What follows belongs to an exercise in optimizing a design on an open flow for small area; a production flow would make more cautious choices. The RTL was checked by simulation tests, not by an equivalence proof against the original design. No activity file was given, so power comes from the tool's default toggle rates.

build 38:
Design rgb2YCbCr, start of the top module:
module rgb2YCbCr #(
parameter pix_per_clock = 4,
parameter data_width    = 8
)
(
input wire clk_in,
input wire reset,
input wire [(data_width*pix_per_clock*3)-1:0] rdata,
input wire rlast,
output reg rready,
input wire ruser,
input wire rvalid,
output reg [(data_width*pix_per_clock*3)-1:0] tdata,
output reg tlast,
input wire tready,
output reg tuser,
output reg tvalid
);
reg [95:0] pix_d1, pix_d2;
reg [7:0] g_d3 [0:3];
reg [8:0] u_d3 [0:3];
reg [8:0] v_d3 [0:3];
always @(posedge clk_in) begin
    pix_d1 <= rdata;
    pix_d2 <= pix_d1;
end
genvar i;
generate for (i = 0; i < 4; i = i + 1) begin : px
    wire [7:0] r = pix_d2[24*i+16 +: 8];
    wire [7:0] g = pix_d2[24*i+8  +: 8];
    wire [7:0] b = pix_d2[24*i    +: 8];
    wire [7:0] gn = ~g;
    wire [8:0] u, v;
    wire [7:0] y, cb, cr;
    rgb2ycc_diff_u du (.a(r), .g(g), .gn(gn), .d(u));
    rgb2ycc_diff_v dv (.a(b), .g(g), .gn(gn), .d(v));
    always @(posedge clk_in) begin
        g_d3[i] <= g;
        u_d3[i] <= u;
        v_d3[i] <= v;
    end
  ...
Size: roughly 1,300 cells after synthesis, about 200 I/O pins, about 19,000 sq um of cells after synthesis.
==> flow/config.mk <==
export PLATFORM = sky130hd
export DESIGN_NAME = rgb2YCbCr
export DESIGN_NICKNAME = rgb2YCbCr
export VERILOG_FILES = /design/flow/design.v
export SDC_FILE = /design/flow/constraint.sdc
export NUM_CORES = 4
export LEC_CHECK = 0
export CAP_MARGIN = 20
export CORE_MARGIN = 2
export CORE_UTILIZATION = 40
export CTS_BUF_LIST = sky130_fd_sc_hd__clkbuf_4
export CTS_CLUSTER_SIZE = 30
export SLEW_MARGIN = 20
export SYNTH_HIERARCHICAL = 1
export SYNTH_MINIMUM_KEEP_SIZE = 0
==> flow/constraint.sdc <==
create_clock -name core_clock -period 5.0 [get_ports {clk_in}]
set_input_delay 1.0000 -clock core_clock [delete_from_list [all_inputs] [get_ports {clk_in}]]
set_output_delay 1.0000 -clock core_clock [all_outputs]
set_load 0.01 [all_outputs]
run.sh (not shown) runs the stock make flow with config.mk's settings and CLKGATE_MAP_FILE= SYNTH_SCRIPT=/design/flow/synth_recipe.tcl, a recipe that flattens the netlist after the stock synthesis.
Build 38 | stages: all done | timing, DRC, antenna: all pass
The following lists how build 89 was set up differently from build 38:
==> flow/flow/run.sh (new file) <==
#!/bin/bash
# Standard layout (the standard.sh, unchanged synthesis and floorplan) with two
# knobs passed through the environment:
#  - ports are buffered with the smallest buffer (buf_1) instead of the default choice;
#  - clock tree synthesis uses clkbuf_8 on clusters of up to 20 sinks and adds no dummy loads.
set -euo pipefail
cd "$(dirname "$0")/.."
export BUFFER_PORTS_ARGS="-buffer_cell sky130_fd_sc_hd__buf_1"
export CTS_ARGS="-sink_clustering_enable -repair_clock_nets -dont_use_dummy_load -sink_clustering_size 10 -sink_clustering_max_diameter 40 -buf_list sky130_fd_sc_hd__clkbuf_4"
bash standard.sh > standard.log 2>&1
==> flow/standard.sh (new file) <==
#!/bin/bash
# synth_recipe.tcl (not shown) runs the flow's synth.tcl, then flattens the netlist and writes it again
# the make line also repeats each setting of config.mk as NAME=value (left out here)
make -C /OpenROAD-flow-scripts/flow DESIGN_CONFIG=/design/flow/config.mk WORK_HOME=/design/flow/orfs CLKGATE_MAP_FILE= SYNTH_SCRIPT=/design/flow/synth_recipe.tcl "${@:-finish}"
diff --git a/flow/config.mk b/flow/config.mk
--- a/flow/config.mk
+++ b/flow/config.mk
@@ -8,7 +8,5 @@
 export CAP_MARGIN = 20
 export CORE_MARGIN = 2
-export CORE_UTILIZATION = 40
-export CTS_BUF_LIST = sky130_fd_sc_hd__clkbuf_4
-export CTS_CLUSTER_SIZE = 30
+export CORE_UTILIZATION = 60
 export SLEW_MARGIN = 20
 export SYNTH_HIERARCHICAL = 1
removed: flow/run.sh
==> results.txt <==
Data arrival time of the worst path was higher in build 38 than in build 89. Build 38 → build 89: part of the total power dissipated in the clock network has decreased; total power after layout lost about 14%. Summary of build 89 over build 38: total wire length now smaller, clock group total power now smaller, routing usage on met2 now larger. NOTE: clock network contribution to total cell area in build 89 falls short of that of build 38. Compared with build 38, build 89 shows area added between synthesis and finish lower by 13 points.
What build 61 does differently from build 89 at the input level:
==> flow/flow/run.sh <==
#!/bin/bash
# Standard layout (the standard.sh, unchanged synthesis and floorplan) with two
# knobs passed through the environment:
#  - ports are buffered with the smallest buffer (buf_1) instead of the default choice;
#  - clock tree synthesis clusters more sinks per buffer and adds no dummy loads.
set -euo pipefail
cd "$(dirname "$0")/.."
export BUFFER_PORTS_ARGS="-buffer_cell sky130_fd_sc_hd__buf_1"
export CTS_ARGS="-sink_clustering_enable -repair_clock_nets -dont_use_dummy_load -sink_clustering_size 20 -sink_clustering_max_diameter 60 -buf_list sky130_fd_sc_hd__clkbuf_8"
bash standard.sh > standard.log 2>&1
diff --git a/flow/config.mk b/flow/config.mk
--- a/flow/config.mk
+++ b/flow/config.mk
@@ -8,5 +8,5 @@
 export CAP_MARGIN = 20
 export CORE_MARGIN = 2
-export CORE_UTILIZATION = 60
+export CORE_UTILIZATION = 40
 export SLEW_MARGIN = 20
 export SYNTH_HIERARCHICAL = 1
Findings:
- In the flow results for build 61 and build 89, the well tap count is smaller on build 89.
- Summary — design area, build 61 relative to build 89: higher, by about 1.8%.
- Build 61 completed every stage of the flow, and the final layout passed the timing, DRC and antenna checks.
- Diff build 89..build 61 | remaining antenna violation count | unchanged
- Taking build 89 as the reference, in build 61 per-cell routed wire length went down by about 5%, overall global routing resource usage went down by 6.3 points, detailed-placement wirelength estimate went up by 6.7%, final-layout worst hold slack went down by 0.018 ns.
## Diff of input files: build 86 against build 61
diff --git a/flow/flow/run.sh b/flow/flow/run.sh
--- a/flow/flow/run.sh
+++ b/flow/flow/run.sh
@@ -3,5 +3,5 @@
 # knobs passed through the environment:
 #  - ports are buffered with the smallest buffer (buf_1) instead of the default choice;
-#  - clock tree synthesis clusters more sinks per buffer and adds no dummy loads.
+#  - clock tree synthesis uses clkbuf_8 on clusters of up to 20 sinks and adds no dummy loads.
 set -euo pipefail
 cd "$(dirname "$0")/.."
diff --git a/flow/config.mk b/flow/config.mk
--- a/flow/config.mk
+++ b/flow/config.mk
@@ -8,5 +8,5 @@
 export CAP_MARGIN = 20
 export CORE_MARGIN = 2
-export CORE_UTILIZATION = 40
+export CORE_UTILIZATION = 60
 export SLEW_MARGIN = 20
 export SYNTH_HIERARCHICAL = 1
Results
Build 86 vs build 61: wire length down in build 86
Compared with build 61, build 86 is the less power-hungry design.
Looking at switching power total across both flows, build 86 is the stronger of the two, with build 61 trailing.
Between build 86 and build 61, the difference in part of the cycle the worst path needs is negligible.
Build 61 ended up with met4 as its highest signal layer in the routed design; build 86 ended up with met5.
[build 86] overall routing resource usage rose 5.8 points relative to build 61
Comparing build 86 and build 61, internal power contribution is lower on build 86.
In the flow results for build 86 and build 61, the finished layout cell area is larger on build 61.
Compared to build 61, build 86 has core footprint about 34% lower.
Compared with build 61, in build 86 post-synthesis to final-layout area growth went down by 1.7 points, sequential share of layout area went up by 0.66 points.
Build 86 ends up with lower clock network power share than build 61 does.

---

## fjord
rgb2YCbCr, a different RTL version from the one above (not shown whole).
For scale: roughly 1,300 cells after synthesis.
Settings: LEC_CHECK=0, CAP_MARGIN=20, CORE_MARGIN=2, CORE_UTILIZATION=75, SLEW_MARGIN=20, SYNTH_HIERARCHICAL=1, SYNTH_MINIMUM_KEEP_SIZE=0; clock period 5.0 ns.
standard.sh (not shown) runs the stock make flow with config.mk's settings and CLKGATE_MAP_FILE= SYNTH_SCRIPT=/design/flow/synth_recipe.tcl, a recipe that flattens the netlist after the stock synthesis.
==> flow/flow/run.sh <==
#!/bin/bash
# Standard layout (the standard.sh, unchanged synthesis and floorplan) with two
# knobs passed through the environment:
#  - ports are buffered with the smallest buffer (buf_1) instead of the default choice;
#  - clock tree synthesis uses clkbuf_8 on clusters of up to 20 sinks and adds no dummy loads.
set -euo pipefail
cd "$(dirname "$0")/.."
export BUFFER_PORTS_ARGS="-buffer_cell sky130_fd_sc_hd__buf_1"
export CTS_ARGS="-sink_clustering_enable -repair_clock_nets -dont_use_dummy_load -sink_clustering_size 20 -sink_clustering_max_diameter 60 -buf_list sky130_fd_sc_hd__clkbuf_8"
bash standard.sh > standard.log 2>&1
Looking at the reports, fjord completed the entire flow and the layout it produced met the timing, DRC and antenna checks.
--- input diff fjord..indigo ---
Settings: CORE_UTILIZATION now 85, was 75.
diff --git a/flow/flow/run.sh b/flow/flow/run.sh
--- a/flow/flow/run.sh
+++ b/flow/flow/run.sh
@@ -5 +5 @@
-#  - clock tree synthesis uses clkbuf_8 on clusters of up to 20 sinks and adds no dummy loads.
+#  - clock tree synthesis uses clkbuf_4 on clusters of up to 10 sinks and adds no dummy loads.
@@ -9 +9 @@
-export CTS_ARGS="-sink_clustering_enable -repair_clock_nets -dont_use_dummy_load -sink_clustering_size 20 -sink_clustering_max_diameter 60 -buf_list sky130_fd_sc_hd__clkbuf_8"
+export CTS_ARGS="-sink_clustering_enable -repair_clock_nets -dont_use_dummy_load -sink_clustering_size 10 -sink_clustering_max_diameter 40 -buf_list sky130_fd_sc_hd__clkbuf_4"
--- outcome ---
- Compared with fjord, indigo shows a higher total routing resource utilization after global routing.
- In indigo the implementation completed, yet the final layout does not meet the checks, the culprit being setup timing.
- Diff fjord -> indigo | total vias in the final route | up by more than 10%
- indigo — number of violations reported at the end of detailed-routing iteration 0 160% higher, fjord as reference
- On share of cells above drive strength 1, the lower figure sits with fjord, not indigo.
- Between fjord and indigo, the sequential share of layout area does not differ in any meaningful way.
- Compared with fjord, in indigo worst setup slack now sits lower; die area now sits lower.
- Against fjord, design area in indigo came out worse.
- Against fjord, global-route wire length before repair in indigo rose by more than a quarter.
--- input diff indigo..tundra ---
Settings: CORE_UTILIZATION changed from 85 to 80.
==> results.txt <==
tundra: complete, dirty (setup timing)
From the logs: indigo reached the end of the flow and failed the layout checks with setup timing.
Leakage power total delta (tundra -> indigo): insignificant
Between tundra and indigo, the signed area change from the synthesized netlist to the final layout is lower for tundra.
Compare tundra and indigo | met1 capacity usage during global routing lower: tundra
In tundra, final cell count is higher than in indigo.
Fraction of final layout cells with drive strength greater than 1: tundra and indigo compared, higher one is indigo
Compared with indigo, wire length in tundra decreased by more than a quarter.
Looking at start point of the critical path, the g_d3[0][1] result is from tundra; the g_d3[2][1] one comes from indigo.
tundra against indigo: area of the core rose about 7%; clock network power share rose 0.2 points.
Via count: higher on indigo
Input changes introduced in harbor (baseline for comparison: tundra):
Settings: swapping 80 for 75 in CORE_UTILIZATION.
Findings:
- Every run in harbor and tundra closed cleanly, with the single exception of tundra.
- STATUS run=tundra STAGES=ALL_DONE FINAL_CHECKS=FAILED CAUSE=setup timing
- Re highest clock rate: harbor is about 3.8% up on tundra.
- Maximum cell stage delay along the critical path: lower on harbor
- Compared to tundra, harbor has share of the clock period used by the worst path 3.6 points lower.
- Higher total net switching power was reported by tundra, not harbor.
- harbor vs tundra — wire length on met1 dropped by a few percent
- Number of clock-tree buffers in the layout grows by a few percent when moving from tundra to harbor.
- [harbor vs tundra] worst setup slack: higher in harbor
- Worst hold slack: harbor vs tundra down 0.017 ns
The inputs of maple differ from those of harbor as listed below.
Settings: SLEW_MARGIN changed from 20 to 0; CAP_MARGIN changed from 20 to 0.
[summary]
Re met2 track demand over resource in global routing: no difference whatsoever between maple and harbor.
maple reached the end of the flow, and the finished layout is clean on the timing, DRC and antenna checks.
From maple to harbor, area added between synthesis and finish did not move at all.
On critical path arrival, maple and harbor are basically level.
On die area, maple and harbor are basically level.
As far as wire length on met2 goes, maple and harbor are indistinguishable; the numbers are identical.
From harbor to maple, number of instances resized during post-cts repair did not move at all.
Delta (maple minus harbor): routed wire length per instance essentially unchanged, final-report hold violation count essentially unchanged, hold slack essentially unchanged, worst setup slack essentially unchanged.
Post-synthesis sequential element count came out exactly the same in maple and harbor.
Input-level comparison between lagoon and maple:
Settings: changing SLEW_MARGIN from 0 to 20; changing CORE_UTILIZATION from 75 to 70; changing CAP_MARGIN from 0 to 20.
Results
- lagoon finished every step from synthesis to the final layout, and the layout passed the timing, DRC and antenna checks.
- [lagoon] total die area rose about 7% relative to maple
- A termination of the worst setup path of tdata[31] is what maple shows, while tdata[55] belongs to lagoon.
- Higher met2 wire length was reported by maple, not lagoon.
- Endpoint arrival time on the critical path ended up 0.05 ns higher on lagoon than on maple.

-- re-timing with driven ports --
The flow's constraints put no driver on any port. The routed layouts listed below were extracted and timed again, unchanged, in two steps.
Step 1 (the two cells are an assumption about what drives the block):
set clk [get_ports {clk_in}]
set_driving_cell -lib_cell sky130_fd_sc_hd__clkbuf_16 $clk
set_driving_cell -lib_cell sky130_fd_sc_hd__buf_2 [delete_from_list [all_inputs] $clk]
Step 2, shift: input delay + t, output delay - t, t = (earliest + latest rising clock arrival at the registers) / 2. This alone moves slack from input paths to output paths.
Slacks: ideal ports / drivers / drivers and shift; pairs: ideal ports / drivers.
run | t (ns) | setup WS [ns] | cell pins on the clock port's net
build 38 | 0.880 | 0.144 / 0.144 / 0.144 | 1
build 89 | 0.772 | 0.120 / 0.120 / 0.120 | 1
build 61 | 0.665 | 0.155 / 0.155 / 0.155 | 1
build 86 | 0.645 | 0.160 / 0.160 / 0.160 | 1
fjord | 0.620 | 0.157 / 0.157 / 0.157 | 1
indigo | 0.716 | -0.189 / -0.189 / -0.189 | 1
tundra | 0.706 | -0.008 / -0.008 / -0.008 | 1
harbor | 0.716 | 0.174 / 0.174 / 0.174 | 1
maple | 0.716 | 0.174 / 0.174 / 0.174 | 1
lagoon | 0.686 | 0.142 / 0.142 / 0.142 | 1
